What follows belongs to an exercise in optimizing a design on an open flow for small area; a production flow would make more cautious choices. The RTL was checked by simulation tests, not by an equivalence proof against the original design. The clock input has no modelled driver; a real chip could not lean on it and would need a root buffer or a full tree. Power and IR drop assume default switching activity.

--- design/flow/design.v ---
module top(
    input clk100Mhz, rst,
    input [2:0] btnRaw,
    output [15:13] led,
    output   [3:0] an,
    output   [6:0] seg,
    output         dp
    );
    localparam [1:0] IDLE=0, WAIT=1, CNT=2, STOP=3;
    reg [3:0] ph;
    wire phf = ph[3] ? (~ph[1] & ~ph[0]) : (ph[0] | (~ph[2] & ~ph[1]));
    always @(posedge clk100Mhz, posedge rst) begin
        if (rst) ph <= 0;
        else ph <= {ph[2:0], phf};
    end
    wire tick = ph[3] & ~ph[2] & ~ph[0];    
    wire ph1  = ~ph[3] & ~ph[1] & ph[0];    
    wire ph2  = ~ph[2] & ph[1] & ph[0];     
    wire ph9  = ~ph[3] & ph[2] & ~ph[1];    
    reg [1:0] sel;
    reg [2:0] q;
    wire qf = ~q[1] | (~q[2] & q[0]);
    always @(posedge clk100Mhz, posedge rst) begin
        if (rst) begin
            sel <= 0;
            q <= 0;
        end
        else if (tick) begin
            sel <= sel + 1'b1;
            q <= {q[1:0], qf};
        end
    end
    wire pulse = ph1 & q[2] & ~q[1] & ~sel[0];
    reg [3:0] dcnt;
    reg [2:0] btnDb;
    wire diff = (btnRaw != btnDb);
    wire dEnd = dcnt[3] & dcnt[0];    
    wire upd = tick & diff & dEnd;
    always @(posedge clk100Mhz, posedge rst) begin
        if (rst) begin
            dcnt <= 0;
            btnDb <= 0;
        end
        else if (tick) begin
            if (!diff || dEnd) dcnt <= 0;
            else dcnt <= dcnt + 1'b1;
            if (upd) btnDb <= btnRaw;
        end
    end
    wire [2:0] rise = upd ? (btnRaw & ~btnDb) : 3'b000;
    reg [1:0] nxt, cState;
    reg       E;
    reg [3:0] step;
    reg [4:0] k;
    wire kEnd = k[4] & k[3];    
    wire toNext = (cState == STOP) && (nxt == STOP) && pulse && E && step[1] && step[0] && k[4] && k[2] && k[1] && k[0];
    reg [1:0] nxtN;
    always @(*) begin
        nxtN = nxt;
        case (nxt)
            IDLE: if (rise[0]) nxtN = WAIT;
            WAIT: if (rise[1]) nxtN = CNT;
            CNT:  if (rise[1]) nxtN = STOP;
                  else if (rise[2]) nxtN = WAIT;
            STOP: if (rise[1]) nxtN = CNT;
                  else if (rise[2]) nxtN = WAIT;
                  else if (toNext) nxtN = IDLE;
        endcase
    end
    always @(posedge clk100Mhz, posedge rst) begin
        if (rst) begin
            nxt <= IDLE;
            cState <= IDLE;
        end
        else begin
            nxt <= nxtN;
            cState <= nxt;
        end
    end
    wire idle = (cState == IDLE);
    wire stop = (cState == STOP);
    wire timeout = stop && E && step[1] && step[0] && kEnd;
    wire kInc = idle ? (E ? ph2 : ph9) : pulse;
    always @(posedge clk100Mhz, posedge rst) begin
        if (rst) begin
            E <= 0; step <= 0; k <= 0;
        end
        else if (!(idle || stop)) begin
            E <= 0; step <= 0; k <= 0;
        end
        else if (timeout) begin
            step <= 0; k <= 0;
        end
        else if (kInc) begin
            if (kEnd) begin
                k <= 0;
                step <= step + 1'b1;
                if (stop && step == 4'd15) E <= 1'b1;
            end
            else k <= k + 1'b1;
        end
    end
    assign led = {cState == WAIT, cState == CNT, stop};
    reg [3:0] u, d0, d1;
    reg [2:0] d2;
    reg [1:0] d3;
    wire wrap = d3[1] & d2[2] & d1[1] & d1[0] & d0[3] & u[1] & u[0];
    always @(posedge clk100Mhz, posedge rst) begin
        if (rst) begin
            u <= 0; d0 <= 0; d1 <= 0; d2 <= 0; d3 <= 0;
        end
        else if (pulse) begin
            if (cState == WAIT || (cState == CNT && wrap)) begin
                u <= 0; d0 <= 0; d1 <= 0; d2 <= 0; d3 <= 0;
            end
            else if (cState == CNT) begin
                if (u[3] & u[0]) begin
                    u <= 0;
                    if (d0[3] & d0[0]) begin
                        d0 <= 0;
                        if (d1[3] & d1[0]) begin
                            d1 <= 0;
                            if (d2[2] & d2[0]) begin
                                d2 <= 0;
                                d3 <= d3 + 1'b1;
                            end
                            else d2 <= d2 + 1'b1;
                        end
                        else d1 <= d1 + 1'b1;
                    end
                    else d0 <= d0 + 1'b1;
                end
                else u <= u + 1'b1;
            end
        end
    end
    reg [3:0] digit;
    always @(*) begin
        case (sel)
            2'd0: digit = d0;
            2'd1: digit = d1;
            2'd2: digit = {1'b0, d2};
            default: digit = {2'b00, d3};
        endcase
    end
    reg [6:0] segSW;
    always @(*) begin
        casez (digit)
            4'b1??0: segSW = 7'b000_0000;
            4'b1??1: segSW = 7'b001_0000;
            4'd0: segSW = 7'b100_0000;
            4'd1: segSW = 7'b111_1001;
            4'd2: segSW = 7'b010_0100;
            4'd3: segSW = 7'b011_0000;
            4'd4: segSW = 7'b001_1001;
            4'd5: segSW = 7'b001_0010;
            4'd6: segSW = 7'b000_0010;
            4'd7: segSW = 7'b111_1000;
            default: segSW = 7'b111_1000;
        endcase
    end
    reg [3:0] anIdle;
    reg [6:0] segIdle;
    always @(*) begin
        case (step)
            4'd0:  begin anIdle = 4'b1110; segIdle = 7'b111_1110; end
            4'd1:  begin anIdle = 4'b1100; segIdle = 7'b111_1110; end
            4'd2:  begin anIdle = 4'b1001; segIdle = 7'b111_1110; end
            4'd3:  begin anIdle = 4'b0011; segIdle = 7'b111_1110; end
            4'd4:  begin anIdle = 4'b0111; segIdle = 7'b101_1110; end
            4'd5:  begin anIdle = 4'b0111; segIdle = 7'b100_1111; end
            4'd6:  begin anIdle = 4'b0111; segIdle = 7'b110_0111; end
            4'd7:  begin anIdle = 4'b0011; segIdle = 7'b111_0111; end
            4'd8:  begin anIdle = 4'b1001; segIdle = 7'b111_0111; end
            4'd9:  begin anIdle = 4'b1100; segIdle = 7'b111_0111; end
            4'd10: begin anIdle = 4'b1110; segIdle = 7'b111_0011; end
            4'd11: begin anIdle = 4'b1110; segIdle = 7'b111_1001; end
            4'd12: begin anIdle = 4'b1110; segIdle = 7'b111_1101; end
            default: begin anIdle = 4'b1111; segIdle = 7'b111_1111; end
        endcase
    end
    wire [3:0] anSW = ~(4'b0001 << sel);
    assign an  = idle ? anIdle : anSW;
    assign seg = idle ? segIdle : segSW;
    assign dp  = idle || !sel[0];
endmodule
--- design/flow/flow/run.sh ---
#!/bin/bash
# Standard synthesis; then the combinational logic is re-mapped for area with ABC
# (several random seeds, the smallest result kept; flip-flops untouched); then the
# standard layout with a minimum-size buffer on each port and a one-buffer clock tree.
set -euo pipefail
W=$(pwd)
R=$W/orfs/results/$FLOW_PLATFORM/top/base
LIB=$FLOW_HOME/platforms/$FLOW_PLATFORM/lib/sky130_fd_sc_hd__tt_025C_1v80.lib
bash standard.sh synth > $W/synth.log 2>&1
cp $R/1_2_yosys.v $W/std_netlist.v
mkdir -p $W/reopt
for S in 0 1 2 3 4 5 6 7; do
  sed "s/@S@/$S/; s/@T@/20/" $W/flow/area.abc.in > $W/reopt/area_$S.abc
done
ls $W/reopt/area_*.abc | sed 's/.*area_\([0-9]*\).abc/\1/' | \
  xargs -P ${NUM_CORES:-4} -I{} env LIBF=$LIB INV=$W/std_netlist.v OUTV=$W/reopt/net_{}.v \
  ABCS=$W/reopt/area_{}.abc sh -c 'yosys -c '$W'/flow/reopt.tcl > '$W'/reopt/log_{}.txt 2>&1 || true'
BEST=$(for f in $W/reopt/net_*.v.stat; do
  a=$(grep "Chip area" $f | head -1 | awk '{print $NF}'); echo "$a ${f%.stat}"; done | sort -g | head -1 | awk '{print $2}')
echo "best re-mapping: $BEST" > $W/reopt.log
cat $W/reopt/net_*.v.stat | grep "Chip area" >> $W/reopt.log
cp $BEST $R/1_2_yosys.v
rm -f $R/1_synth.odb $R/1_synth.sdc
export BUFFER_PORTS_ARGS="-buffer_cell sky130_fd_sc_hd__buf_1"
export CTS_ARGS="-repair_clock_nets -dont_use_dummy_load -buf_list sky130_fd_sc_hd__clkbuf_8 -root_buf sky130_fd_sc_hd__clkbuf_8 -sink_clustering_enable -sink_clustering_size 50 -sink_clustering_max_diameter 1000"
export POST_CTS_TCL=$W/flow/flat_clock.tcl
export FLAT_CLOCK_BUF=sky130_fd_sc_hd__clkbuf_2
bash standard.sh > $W/layout.log 2>&1
--- design/flow/flow/area.abc.in ---
strash
&get -n
&deepsyn -T @T@ -S @S@
&put
dch -f
amap
strash
dch -f
amap
topo
--- design/flow/flow/flat_clock.tcl ---
# POST_CTS hook: the root clock buffer only drives the few leaf buffers below it,
# so it is sized down to the smallest clock buffer; and the leaf buffer with the
# fewest sinks is merged into the nearest other leaf.
set db [ord::get_db]
set block [ord::get_db_block]
set clk_net [$block findNet clk100Mhz]
set root ""
foreach it [$clk_net getITerms] {
  set inst [$it getInst]
  if {[string match "*clkbuf*" [[$inst getMaster] getName]]} { set root $inst }
}
if {$root == ""} { error "no root clock buffer" }
$root swapMaster [$db findMaster $::env(FLAT_CLOCK_BUF)]
set root_net [[$root findITerm X] getNet]
set leaves {}
foreach it [$root_net getITerms] {
  set inst [$it getInst]
  if {$inst != $root && [string match "*clkbuf*" [[$inst getMaster] getName]]} { lappend leaves $inst }
}
if {[llength $leaves] > 1} {
  set small ""
  set nmin 100000
  foreach leaf $leaves {
    set n [llength [[[$leaf findITerm X] getNet] getITerms]]
    if {$n < $nmin} { set nmin $n; set small $leaf }
  }
  set sx [lindex [$small getLocation] 0]
  set sy [lindex [$small getLocation] 1]
  set best ""
  set dmin 1e18
  foreach leaf $leaves {
    if {$leaf == $small} { continue }
    set d [expr {abs([lindex [$leaf getLocation] 0] - $sx) + abs([lindex [$leaf getLocation] 1] - $sy)}]
    if {$d < $dmin} { set dmin $d; set best $leaf }
  }
  set small_net [[$small findITerm X] getNet]
  set best_net [[$best findITerm X] getNet]
  foreach it [$small_net getITerms] {
    if {[$it getInst] == $small} { continue }
    $it disconnect
    $it connect $best_net
  }
  odb::dbInst_destroy $small
  odb::dbNet_destroy $small_net
  $best_net setNonDefaultRule NULL
  puts "merged leaf clock buffer ([expr {$nmin - 1}] sinks) into [$best getName]"
}
detailed_placement
check_placement -verbose
--- design/flow/flow/reopt.tcl ---
# Re-map the combinational logic of the standard synthesis for area.
# The flip-flops are kept as they are (same instances, names and cell types).
set lib $::env(LIBF)
yosys read_liberty -ignore_miss_func -ignore_miss_dir $lib
yosys read_verilog $::env(INV)
yosys hierarchy -top top
yosys setattr -mod -set keep_hierarchy 1 sky130_fd_sc_hd__df*
yosys flatten
yosys opt -purge
yosys setundef -zero
yosys abc -liberty $lib -dont_use sky130_fd_sc_hd__probe_p_8 -dont_use sky130_fd_sc_hd__probec_p_8 -dont_use sky130_fd_sc_hd__lpflow_bleeder_1 -dont_use sky130_fd_sc_hd__lpflow_clkbufkapwr_1 -dont_use sky130_fd_sc_hd__lpflow_clkbufkapwr_16 -dont_use sky130_fd_sc_hd__lpflow_clkbufkapwr_2 -dont_use sky130_fd_sc_hd__lpflow_clkbufkapwr_4 -dont_use sky130_fd_sc_hd__lpflow_clkbufkapwr_8 -dont_use sky130_fd_sc_hd__lpflow_clkinvkapwr_1 -dont_use sky130_fd_sc_hd__lpflow_clkinvkapwr_16 -dont_use sky130_fd_sc_hd__lpflow_clkinvkapwr_2 -dont_use sky130_fd_sc_hd__lpflow_clkinvkapwr_4 -dont_use sky130_fd_sc_hd__lpflow_clkinvkapwr_8 -dont_use sky130_fd_sc_hd__lpflow_decapkapwr_12 -dont_use sky130_fd_sc_hd__lpflow_decapkapwr_3 -dont_use sky130_fd_sc_hd__lpflow_decapkapwr_4 -dont_use sky130_fd_sc_hd__lpflow_decapkapwr_6 -dont_use sky130_fd_sc_hd__lpflow_decapkapwr_8 -dont_use sky130_fd_sc_hd__lpflow_inputiso0n_1 -dont_use sky130_fd_sc_hd__lpflow_inputiso0p_1 -dont_use sky130_fd_sc_hd__lpflow_inputiso1n_1 -dont_use sky130_fd_sc_hd__lpflow_inputiso1p_1 -dont_use sky130_fd_sc_hd__lpflow_inputisolatch_1 -dont_use sky130_fd_sc_hd__lpflow_isobufsrc_1 -dont_use sky130_fd_sc_hd__lpflow_isobufsrc_16 -dont_use sky130_fd_sc_hd__lpflow_isobufsrc_2 -dont_use sky130_fd_sc_hd__lpflow_isobufsrc_4 -dont_use sky130_fd_sc_hd__lpflow_isobufsrc_8 -dont_use sky130_fd_sc_hd__lpflow_isobufsrckapwr_16 -dont_use sky130_fd_sc_hd__lpflow_lsbuf_lh_hl_isowell_tap_1 -dont_use sky130_fd_sc_hd__lpflow_lsbuf_lh_hl_isowell_tap_2 -dont_use sky130_fd_sc_hd__lpflow_lsbuf_lh_hl_isowell_tap_4 -dont_use sky130_fd_sc_hd__lpflow_lsbuf_lh_isowell_4 -dont_use sky130_fd_sc_hd__lpflow_lsbuf_lh_isowell_tap_1 -dont_use sky130_fd_sc_hd__lpflow_lsbuf_lh_isowell_tap_2 -dont_use sky130_fd_sc_hd__lpflow_lsbuf_lh_isowell_tap_4  -script $::env(ABCS)
yosys opt_clean -purge
yosys hilomap -singleton -hicell sky130_fd_sc_hd__conb_1 HI -locell sky130_fd_sc_hd__conb_1 LO
yosys splitnets
yosys opt_clean -purge
yosys tee -o $::env(OUTV).stat stat -liberty $lib
yosys select -module top
yosys write_verilog -noattr -selected $::env(OUTV)
--- design/flow/standard.sh ---
#!/bin/bash
# synth_recipe.tcl (not shown) runs the flow's synth.tcl, then flattens the netlist and writes it again
# the make line also repeats each setting of config.mk as NAME=value (left out here)
make -C /OpenROAD-flow-scripts/flow DESIGN_CONFIG=/design/flow/config.mk WORK_HOME=/design/flow/orfs CLKGATE_MAP_FILE= SYNTH_SCRIPT=/design/flow/synth_recipe.tcl "${@:-finish}"
--- design/flow/config.mk ---
export PLATFORM = sky130hd
export DESIGN_NAME = top
export DESIGN_NICKNAME = top
export VERILOG_FILES = /design/flow/design.v
export SDC_FILE = /design/flow/constraint.sdc
export NUM_CORES = 4
export LEC_CHECK = 0
export CAP_MARGIN = 20
export CORE_MARGIN = 2
export CORE_UTILIZATION = 70
export PLACE_DENSITY = 0.85
export SLEW_MARGIN = 20
--- design/flow/constraint.sdc ---
create_clock -name core_clock -period 120.0 [get_ports {clk100Mhz}]
set_input_delay 24.0000 -clock core_clock [delete_from_list [all_inputs] [get_ports {clk100Mhz}]]
set_output_delay 24.0000 -clock core_clock [all_outputs]
set_load 0.01 [all_outputs]
==> results of run 1 <==
-- metrics by stage --
| step | worst slack (ns) | instance area, sq um | utilization (%) | hold WS (ns) | total power, mW |
|---|---|---|---|---|---|
| floorplan | 93.86 | 2286 | - | 0.3609 | 0.01870 |
| finish | 93.27 | 2460 | 79.92 | 0.3989 | 0.02590 |
| detailed placement | 93.68 | 2412 | 78.37 | 0.3748 | 0.01935 |
| global placement | 93.78 | 2412 | 78.37 | 0.3669 | 0.01928 |
| global route | 92.94 | 2460 | 79.92 | 0.4239 | 0.02705 |
-- cell type report --
cell class | count | area share (%)
flip-flops and latches | 47 | 47.81
multi-input cells | 190 | 39.62
inverters | 36 | 5.544
repair buffers | 19 | 2.899
well taps | 44 | 2.238
clock buffers | 4 | 1.882
-- worst max-delay path, cell delays in order, from the launching register on --
cell      delay, ns
dfrtp_1        0.44
nor2_1         0.58
clkinv_1       0.27
a211oi_1       0.31
nand2b_1       0.17
o21a_1         0.12
o21ai_0        0.08
o21ai_0        0.10
o21a_1         0.14
buf_1          0.15
-- layer usage --
layer / GRT usage, % / up-vias
met3: 5.462 / 7
li1: - / 995
met4: 6.522 / 0
met1: 40.73 / 946
met5: 0 / -
met2: 41.95 / 56
-- state kept, by name, indices dropped and copies added, names as in the netlist --
name	count
d2	3
sel	2
u	4
q	3
ph	4
d0	4
k	5
btnDb	3
cState	2
nxt	2
step	4
E	1
d1	4
dcnt	4
d3	2
-- how the worst max path moves through the flow --
stage / from / endpoint / slack (ns) / cells past startpoint
after floorplan: sel[0] / seg[1] / 93.86 / 10
after global placement: cState[0] / seg[1] / 93.78 / 9
after detailed placement: sel[0] / seg[1] / 93.68 / 11
after global routing: cState[0] / seg[1] / 92.94 / 9
final: cState[0] / seg[1] / 93.27 / 9
-- power by group through the flow --
stage / Combinational, mW / Clock (mW) / Sequential (mW)
after global routing: 0.00259 / 0.00762 / 0.0168
final: 0.00229 / 0.00685 / 0.0168
after floorplan: 0.00172 / 0 / 0.0170
after detailed placement: 0.00228 / 0 / 0.0171
after global placement: 0.00226 / 0 / 0.0170
-- cell usage in the layout, fill, tap and decap left out, drive strengths merged, types with 4 or more instances in the layout --
master  count
o32ai       4
a211oi      8
nor2       61
clkinv     36
o22ai       6
a31oi       4
nor3       21
a21oi      11
buf        19
dfrtp      47
nor2b       4
and3        9
nand2      15
or2         6
o21ai      16
clkbuf      4
==> impl_metrics.tcl, run 1 <==
set metrics [dict create \
    outcome "no timing/DRC/antenna violations" \
    die-area_sq_mm 0.003739 \
    die_x_um 61.15 \
    syn_area_per_cell_sq_um 8.373 \
    fmax_mhz 37.41 \
    reg2reg_slack_ns 116.53 \
    layout.nets 303 \
    grt_max_degree 48 \
    antenna_found_initial 0 \
    cp-start-kind "flop" \
    ys_warn_count 1 \
    max-vdd-ir-drop_mv 0.01198 \
    clkLatencyLatePin_ns 0.37 \
    hp-class "flop to flop" \
    final_cells 340 \
    vias_per_cell 5.894 \
    wl_met3_um 273 \
    routed_wl_mm 4.561 \
    syn-num-nets 278 \
    maxCapViolCount 0 \
    placed_cells 336 \
    dr.pass1.iters 5 \
    maxUsedRoutingLayer "met4" \
    worst_ep_required_time_ns 96.00 \
    whs_endpoint "cState[0]" \
    worstMarginPinSlew_ns 0.7722 \
    path_clk_slew_ns 0.12 \
    end_kind "output port" \
    wl_per_cell_um 13.41 \
    start_util_pct 74.27 \
    setup_viol 0 \
    wl_met1_mm 2.124 \
    area_growth_pct 7.608 \
    netlist_instances 273 \
    clkPwrFrac_pct 26.5 \
    hpwl_mm 3.381 \
    whs_path_depth 0 \
    drive_above_1_share_pct 1.689 \
    num_vias 2004 \
    track_usage_pct 27.39 \
    gp_congestion 0.8899 \
    swShare_pct 24.39 \
    grt-ovfl-total 0 \
    min_period_ns 26.73 \
    dr_wl_met2_mm 2.119 \
    clock_skew_ns 0.03378 \
    post-route-drc-count 0 \
    maxSlewHeadroom_pct 48.46 \
    diodes 0 \
    grt_setup_unrepaired "false" \
    crit_type "flop to output port" \
    die_h_um 61.15 \
    tns_ns 0 \
    p_sw_uw 6.317 \
    hold_viol 0 \
    rr_endpoint "d3[1]" \
    crit-reg2reg-launch "ph[0]" \
    seqCellArea_sq_mm 0.001176 \
    p_per_area_mw_per_mm2 10.53 \
    cts_num_sinks 47 \
    p_leak_nw 1.044 \
    finalMaxSlewViolations 0 \
    reg2reg_depth 13 \
    crit_fanout 12 \
    multi_input_area_sq_um 974.7 \
    p_comb_share_pct 8.8 \
    arrival_ns 2.73 \
    row_count 20 \
    dr.first_iter.drc_count 191 \
    period_share_pct 22.28 \
    boundaryPins 20 \
    grt_pass1_wl_mm 7.555 \
    syn-cell-area_sq_mm 0.002286 \
    numPortBuffers 19 \
    p_seq_share_pct 64.7 \
    grt_pass1_vias 1695 \
    core_region_area_sq_mm 0.003078 \
    nFillCells 210 \
    min_from "nxt[0]" \
    p_int_uw 19.59 \
    detail-route-antenna-nets 0 \
]
==> run 2: changes to the inputs <==
--- a/design/flow/flow/run.sh
+++ b/design/flow/flow/run.sh
@@ -11,3 +11,3 @@
 mkdir -p $W/reopt
-for S in 0 1 2 3 4 5 6 7; do
+for S in 0 1 2 3 4 5 6 7 8 9 10 11 12 13 14 15; do
   sed "s/@S@/$S/; s/@T@/20/" $W/flow/area.abc.in > $W/reopt/area_$S.abc
==> impl_metrics.tcl, run 2 <==
set metrics [dict create \
    fmax_mhz 37.41 \
    rr_endpoint "d3[1]" \
    critPathBufInv 2 \
    num_vias 2004 \
    min_from "nxt[0]" \
    netlist_instances 273 \
    die_h_um 61.15 \
    clkPwrFrac_pct 26.5 \
    largest_reg_flops 5 \
    p_seq_share_pct 64.7 \
    core_region_area_sq_mm 0.003078 \
    reg2reg_depth 13 \
    placedInstanceArea_sq_mm 0.002412 \
    grt_pass1_vias 1695 \
    arrival_ns 2.73 \
    crit-reg2reg-launch "ph[0]" \
    grt_pass1_wl_mm 7.555 \
    max_stage_delay_ns 0.58 \
    holdWs_ns 0.3989 \
    period_share_pct 22.28 \
    die_x_um 61.15 \
    antenna_found_initial 0 \
    hpwl_mm 3.381 \
    finalMaxSlewViolations 0 \
    crit_path_start "cState[0]" \
    row_count 20 \
    path_clk_slew_ns 0.12 \
    wl_per_cell_um 13.41 \
    worst_ep_required_time_ns 96.00 \
    routed_wl_mm 4.561 \
    tns_ns 0 \
    maxCapViolCount 0 \
    vias_per_cell 5.894 \
    area_growth_pct 7.608 \
    p_int_uw 19.59 \
    place_ws_ns 93.68 \
    crit_family "simple AND/OR/NAND/NOR gates" \
    track_usage_pct 27.39 \
    path_cells "nor2_1 > clkinv_1 > a211oi_1 > nand2b_1 > o21a_1 > o21ai_0 > o21ai_0 > o21a_1 > buf_1" \
    grt_setup_unrepaired "false" \
    dr.first_iter.drc_count 191 \
    final_core_util_pct 79.92 \
    layout_common_cells "61 x nor2_1, 47 x dfrtp_1, 35 x clkinv_1" \
    dr.pass1.iters 5 \
    max-vdd-ir-drop_mv 0.01198 \
    path_depth 9 \
    p_sw_uw 6.317 \
    layout.nets 303 \
    boundaryPins 20 \
    crit_type "flop to output port" \
    grt-ovfl-total 0 \
    diodes 0 \
    die-area_sq_mm 0.003739 \
    final_cells 340 \
    cp-start-kind "flop" \
    total_power_uw 25.90 \
    start_util_pct 74.27 \
    gp_congestion 0.8899 \
    syn-cell-area_sq_mm 0.002286 \
    whs_endpoint "cState[0]" \
    numPortBuffers 19 \
    hp-class "flop to flop" \
    detail-route-antenna-nets 0 \
    drive_above_1_share_pct 1.689 \
    hold_viol 0 \
    maxSlewHeadroom_pct 48.46 \
    clkLatencyLatePin_ns 0.37 \
    syn-num-nets 278 \
    end_kind "output port" \
    layout_setup_ws_ns 93.27 \
    p_per_area_mw_per_mm2 10.53 \
    grt_max_degree 48 \
    swShare_pct 24.39 \
    crit_fanout 12 \
    regMostFlops "k" \
    min_period_ns 26.73 \
    cpMaxStageDelayCell "nor2_1" \
    p_comb_share_pct 8.8 \
    ys_warn_count 1 \
    whs_path_depth 0 \
    syn_area_per_cell_sq_um 8.373 \
    setup_viol 0 \
    outcome "no timing/DRC/antenna violations" \
    placed_cells 336 \
    post-route-drc-count 0 \
    cts_num_sinks 47 \
    clock_skew_ns 0.03378 \
    design_area_sq_mm 0.002460 \
    final_common_cell "nor2_1" \
    p_leak_nw 1.044 \
    reg2reg_slack_ns 116.53 \
    worstMarginPinSlew_ns 0.7722 \
    nFillCells 210 \
]
-- run 2: layout make-up --
| cell class | count | area [sq um] | share of cell area, % |
|---|---|---|---|
| sequential | 47 | 1176 | 47.81 |
| multi-input combinational | 190 | 974.7 | 39.62 |
| inverter | 36 | 136.4 | 5.544 |
| timing repair buffer | 19 | 71.32 | 2.899 |
| tap | 44 | 55.05 | 2.238 |
| clock buffer | 4 | 46.29 | 1.882 |
-- run 2: worst max-delay path by stage --
stage	to
3_3_place_gp	seg[1]
2_1_floorplan	seg[1]
5_1_grt	seg[1]
3_5_place_dp	seg[1]
6_report	seg[1]
-- run 2: power groups by stage --
stage                     Combinational (mW)  Clock [mW]  Sequential, mW
after floorplan                      0.00172           0          0.0170
after global placement               0.00226           0          0.0170
after detailed placement             0.00228           0          0.0171
after global routing                 0.00259     0.00762          0.0168
final                                0.00229     0.00685          0.0168
-- run 2: layer usage --
| layer | share of wire, % | global-route usage, % | routed length (um) | vias up |
|---|---|---|---|---|
| met5 | 0 | 0 | 0 | - |
| met3 | 6.0 | 5.462 | 273 | 7 |
| met1 | 47 | 40.73 | 2124 | 946 |
| met4 | 0.96 | 6.522 | 44 | 0 |
| met2 | 46 | 41.95 | 2119 | 56 |
| li1 | - | - | - | 995 |
-- run 2: worst reg2reg max path: stages (launching register included) --
cell and delay (ns):
dfrtp_1 0.42, clkinv_1 0.12, or4_1 0.52, nor3_1 0.42, and3_1 0.37, and2_0 0.24
nand2_1 0.11, clkinv_1 0.10, and3_1 0.25, nand2_1 0.14, nor2_1 0.16, and3_1 0.23
nor2_1 0.06, a211oi_1 0.22

## port drivers added, routing unchanged
The results above use ideal ports. As a check the final layouts listed here were re-extracted and re-timed, cells and wires unchanged.
Step 1 sets driving cells, clkbuf_16 on the clock port and buf_2 on the other inputs (assumed; they add their load-dependent delay and slew).
Step 2 adds t to the input delays and takes it off the output delays; t is the mean of the earliest and latest rising clock arrival at the registers after step 1. Input paths then give back, and output paths get back, about the clock's delay inside the block.
Slacks: no drivers / after step 1 / after step 2; pairs: no drivers / after step 1.
run	shift t [ns]	setup WS [ns]	latest minus earliest clock arrival (ns)	slew at the worst register clock pin (ns)	cell pins on the clock port's net
run 1	0.375	93.269 / 93.248 / 93.623	0.034 / 0.034	0.12 / 0.12	1
run 2	0.375	93.269 / 93.248 / 93.623	0.034 / 0.034	0.12 / 0.12	1
After both steps every run listed still meets setup and hold.
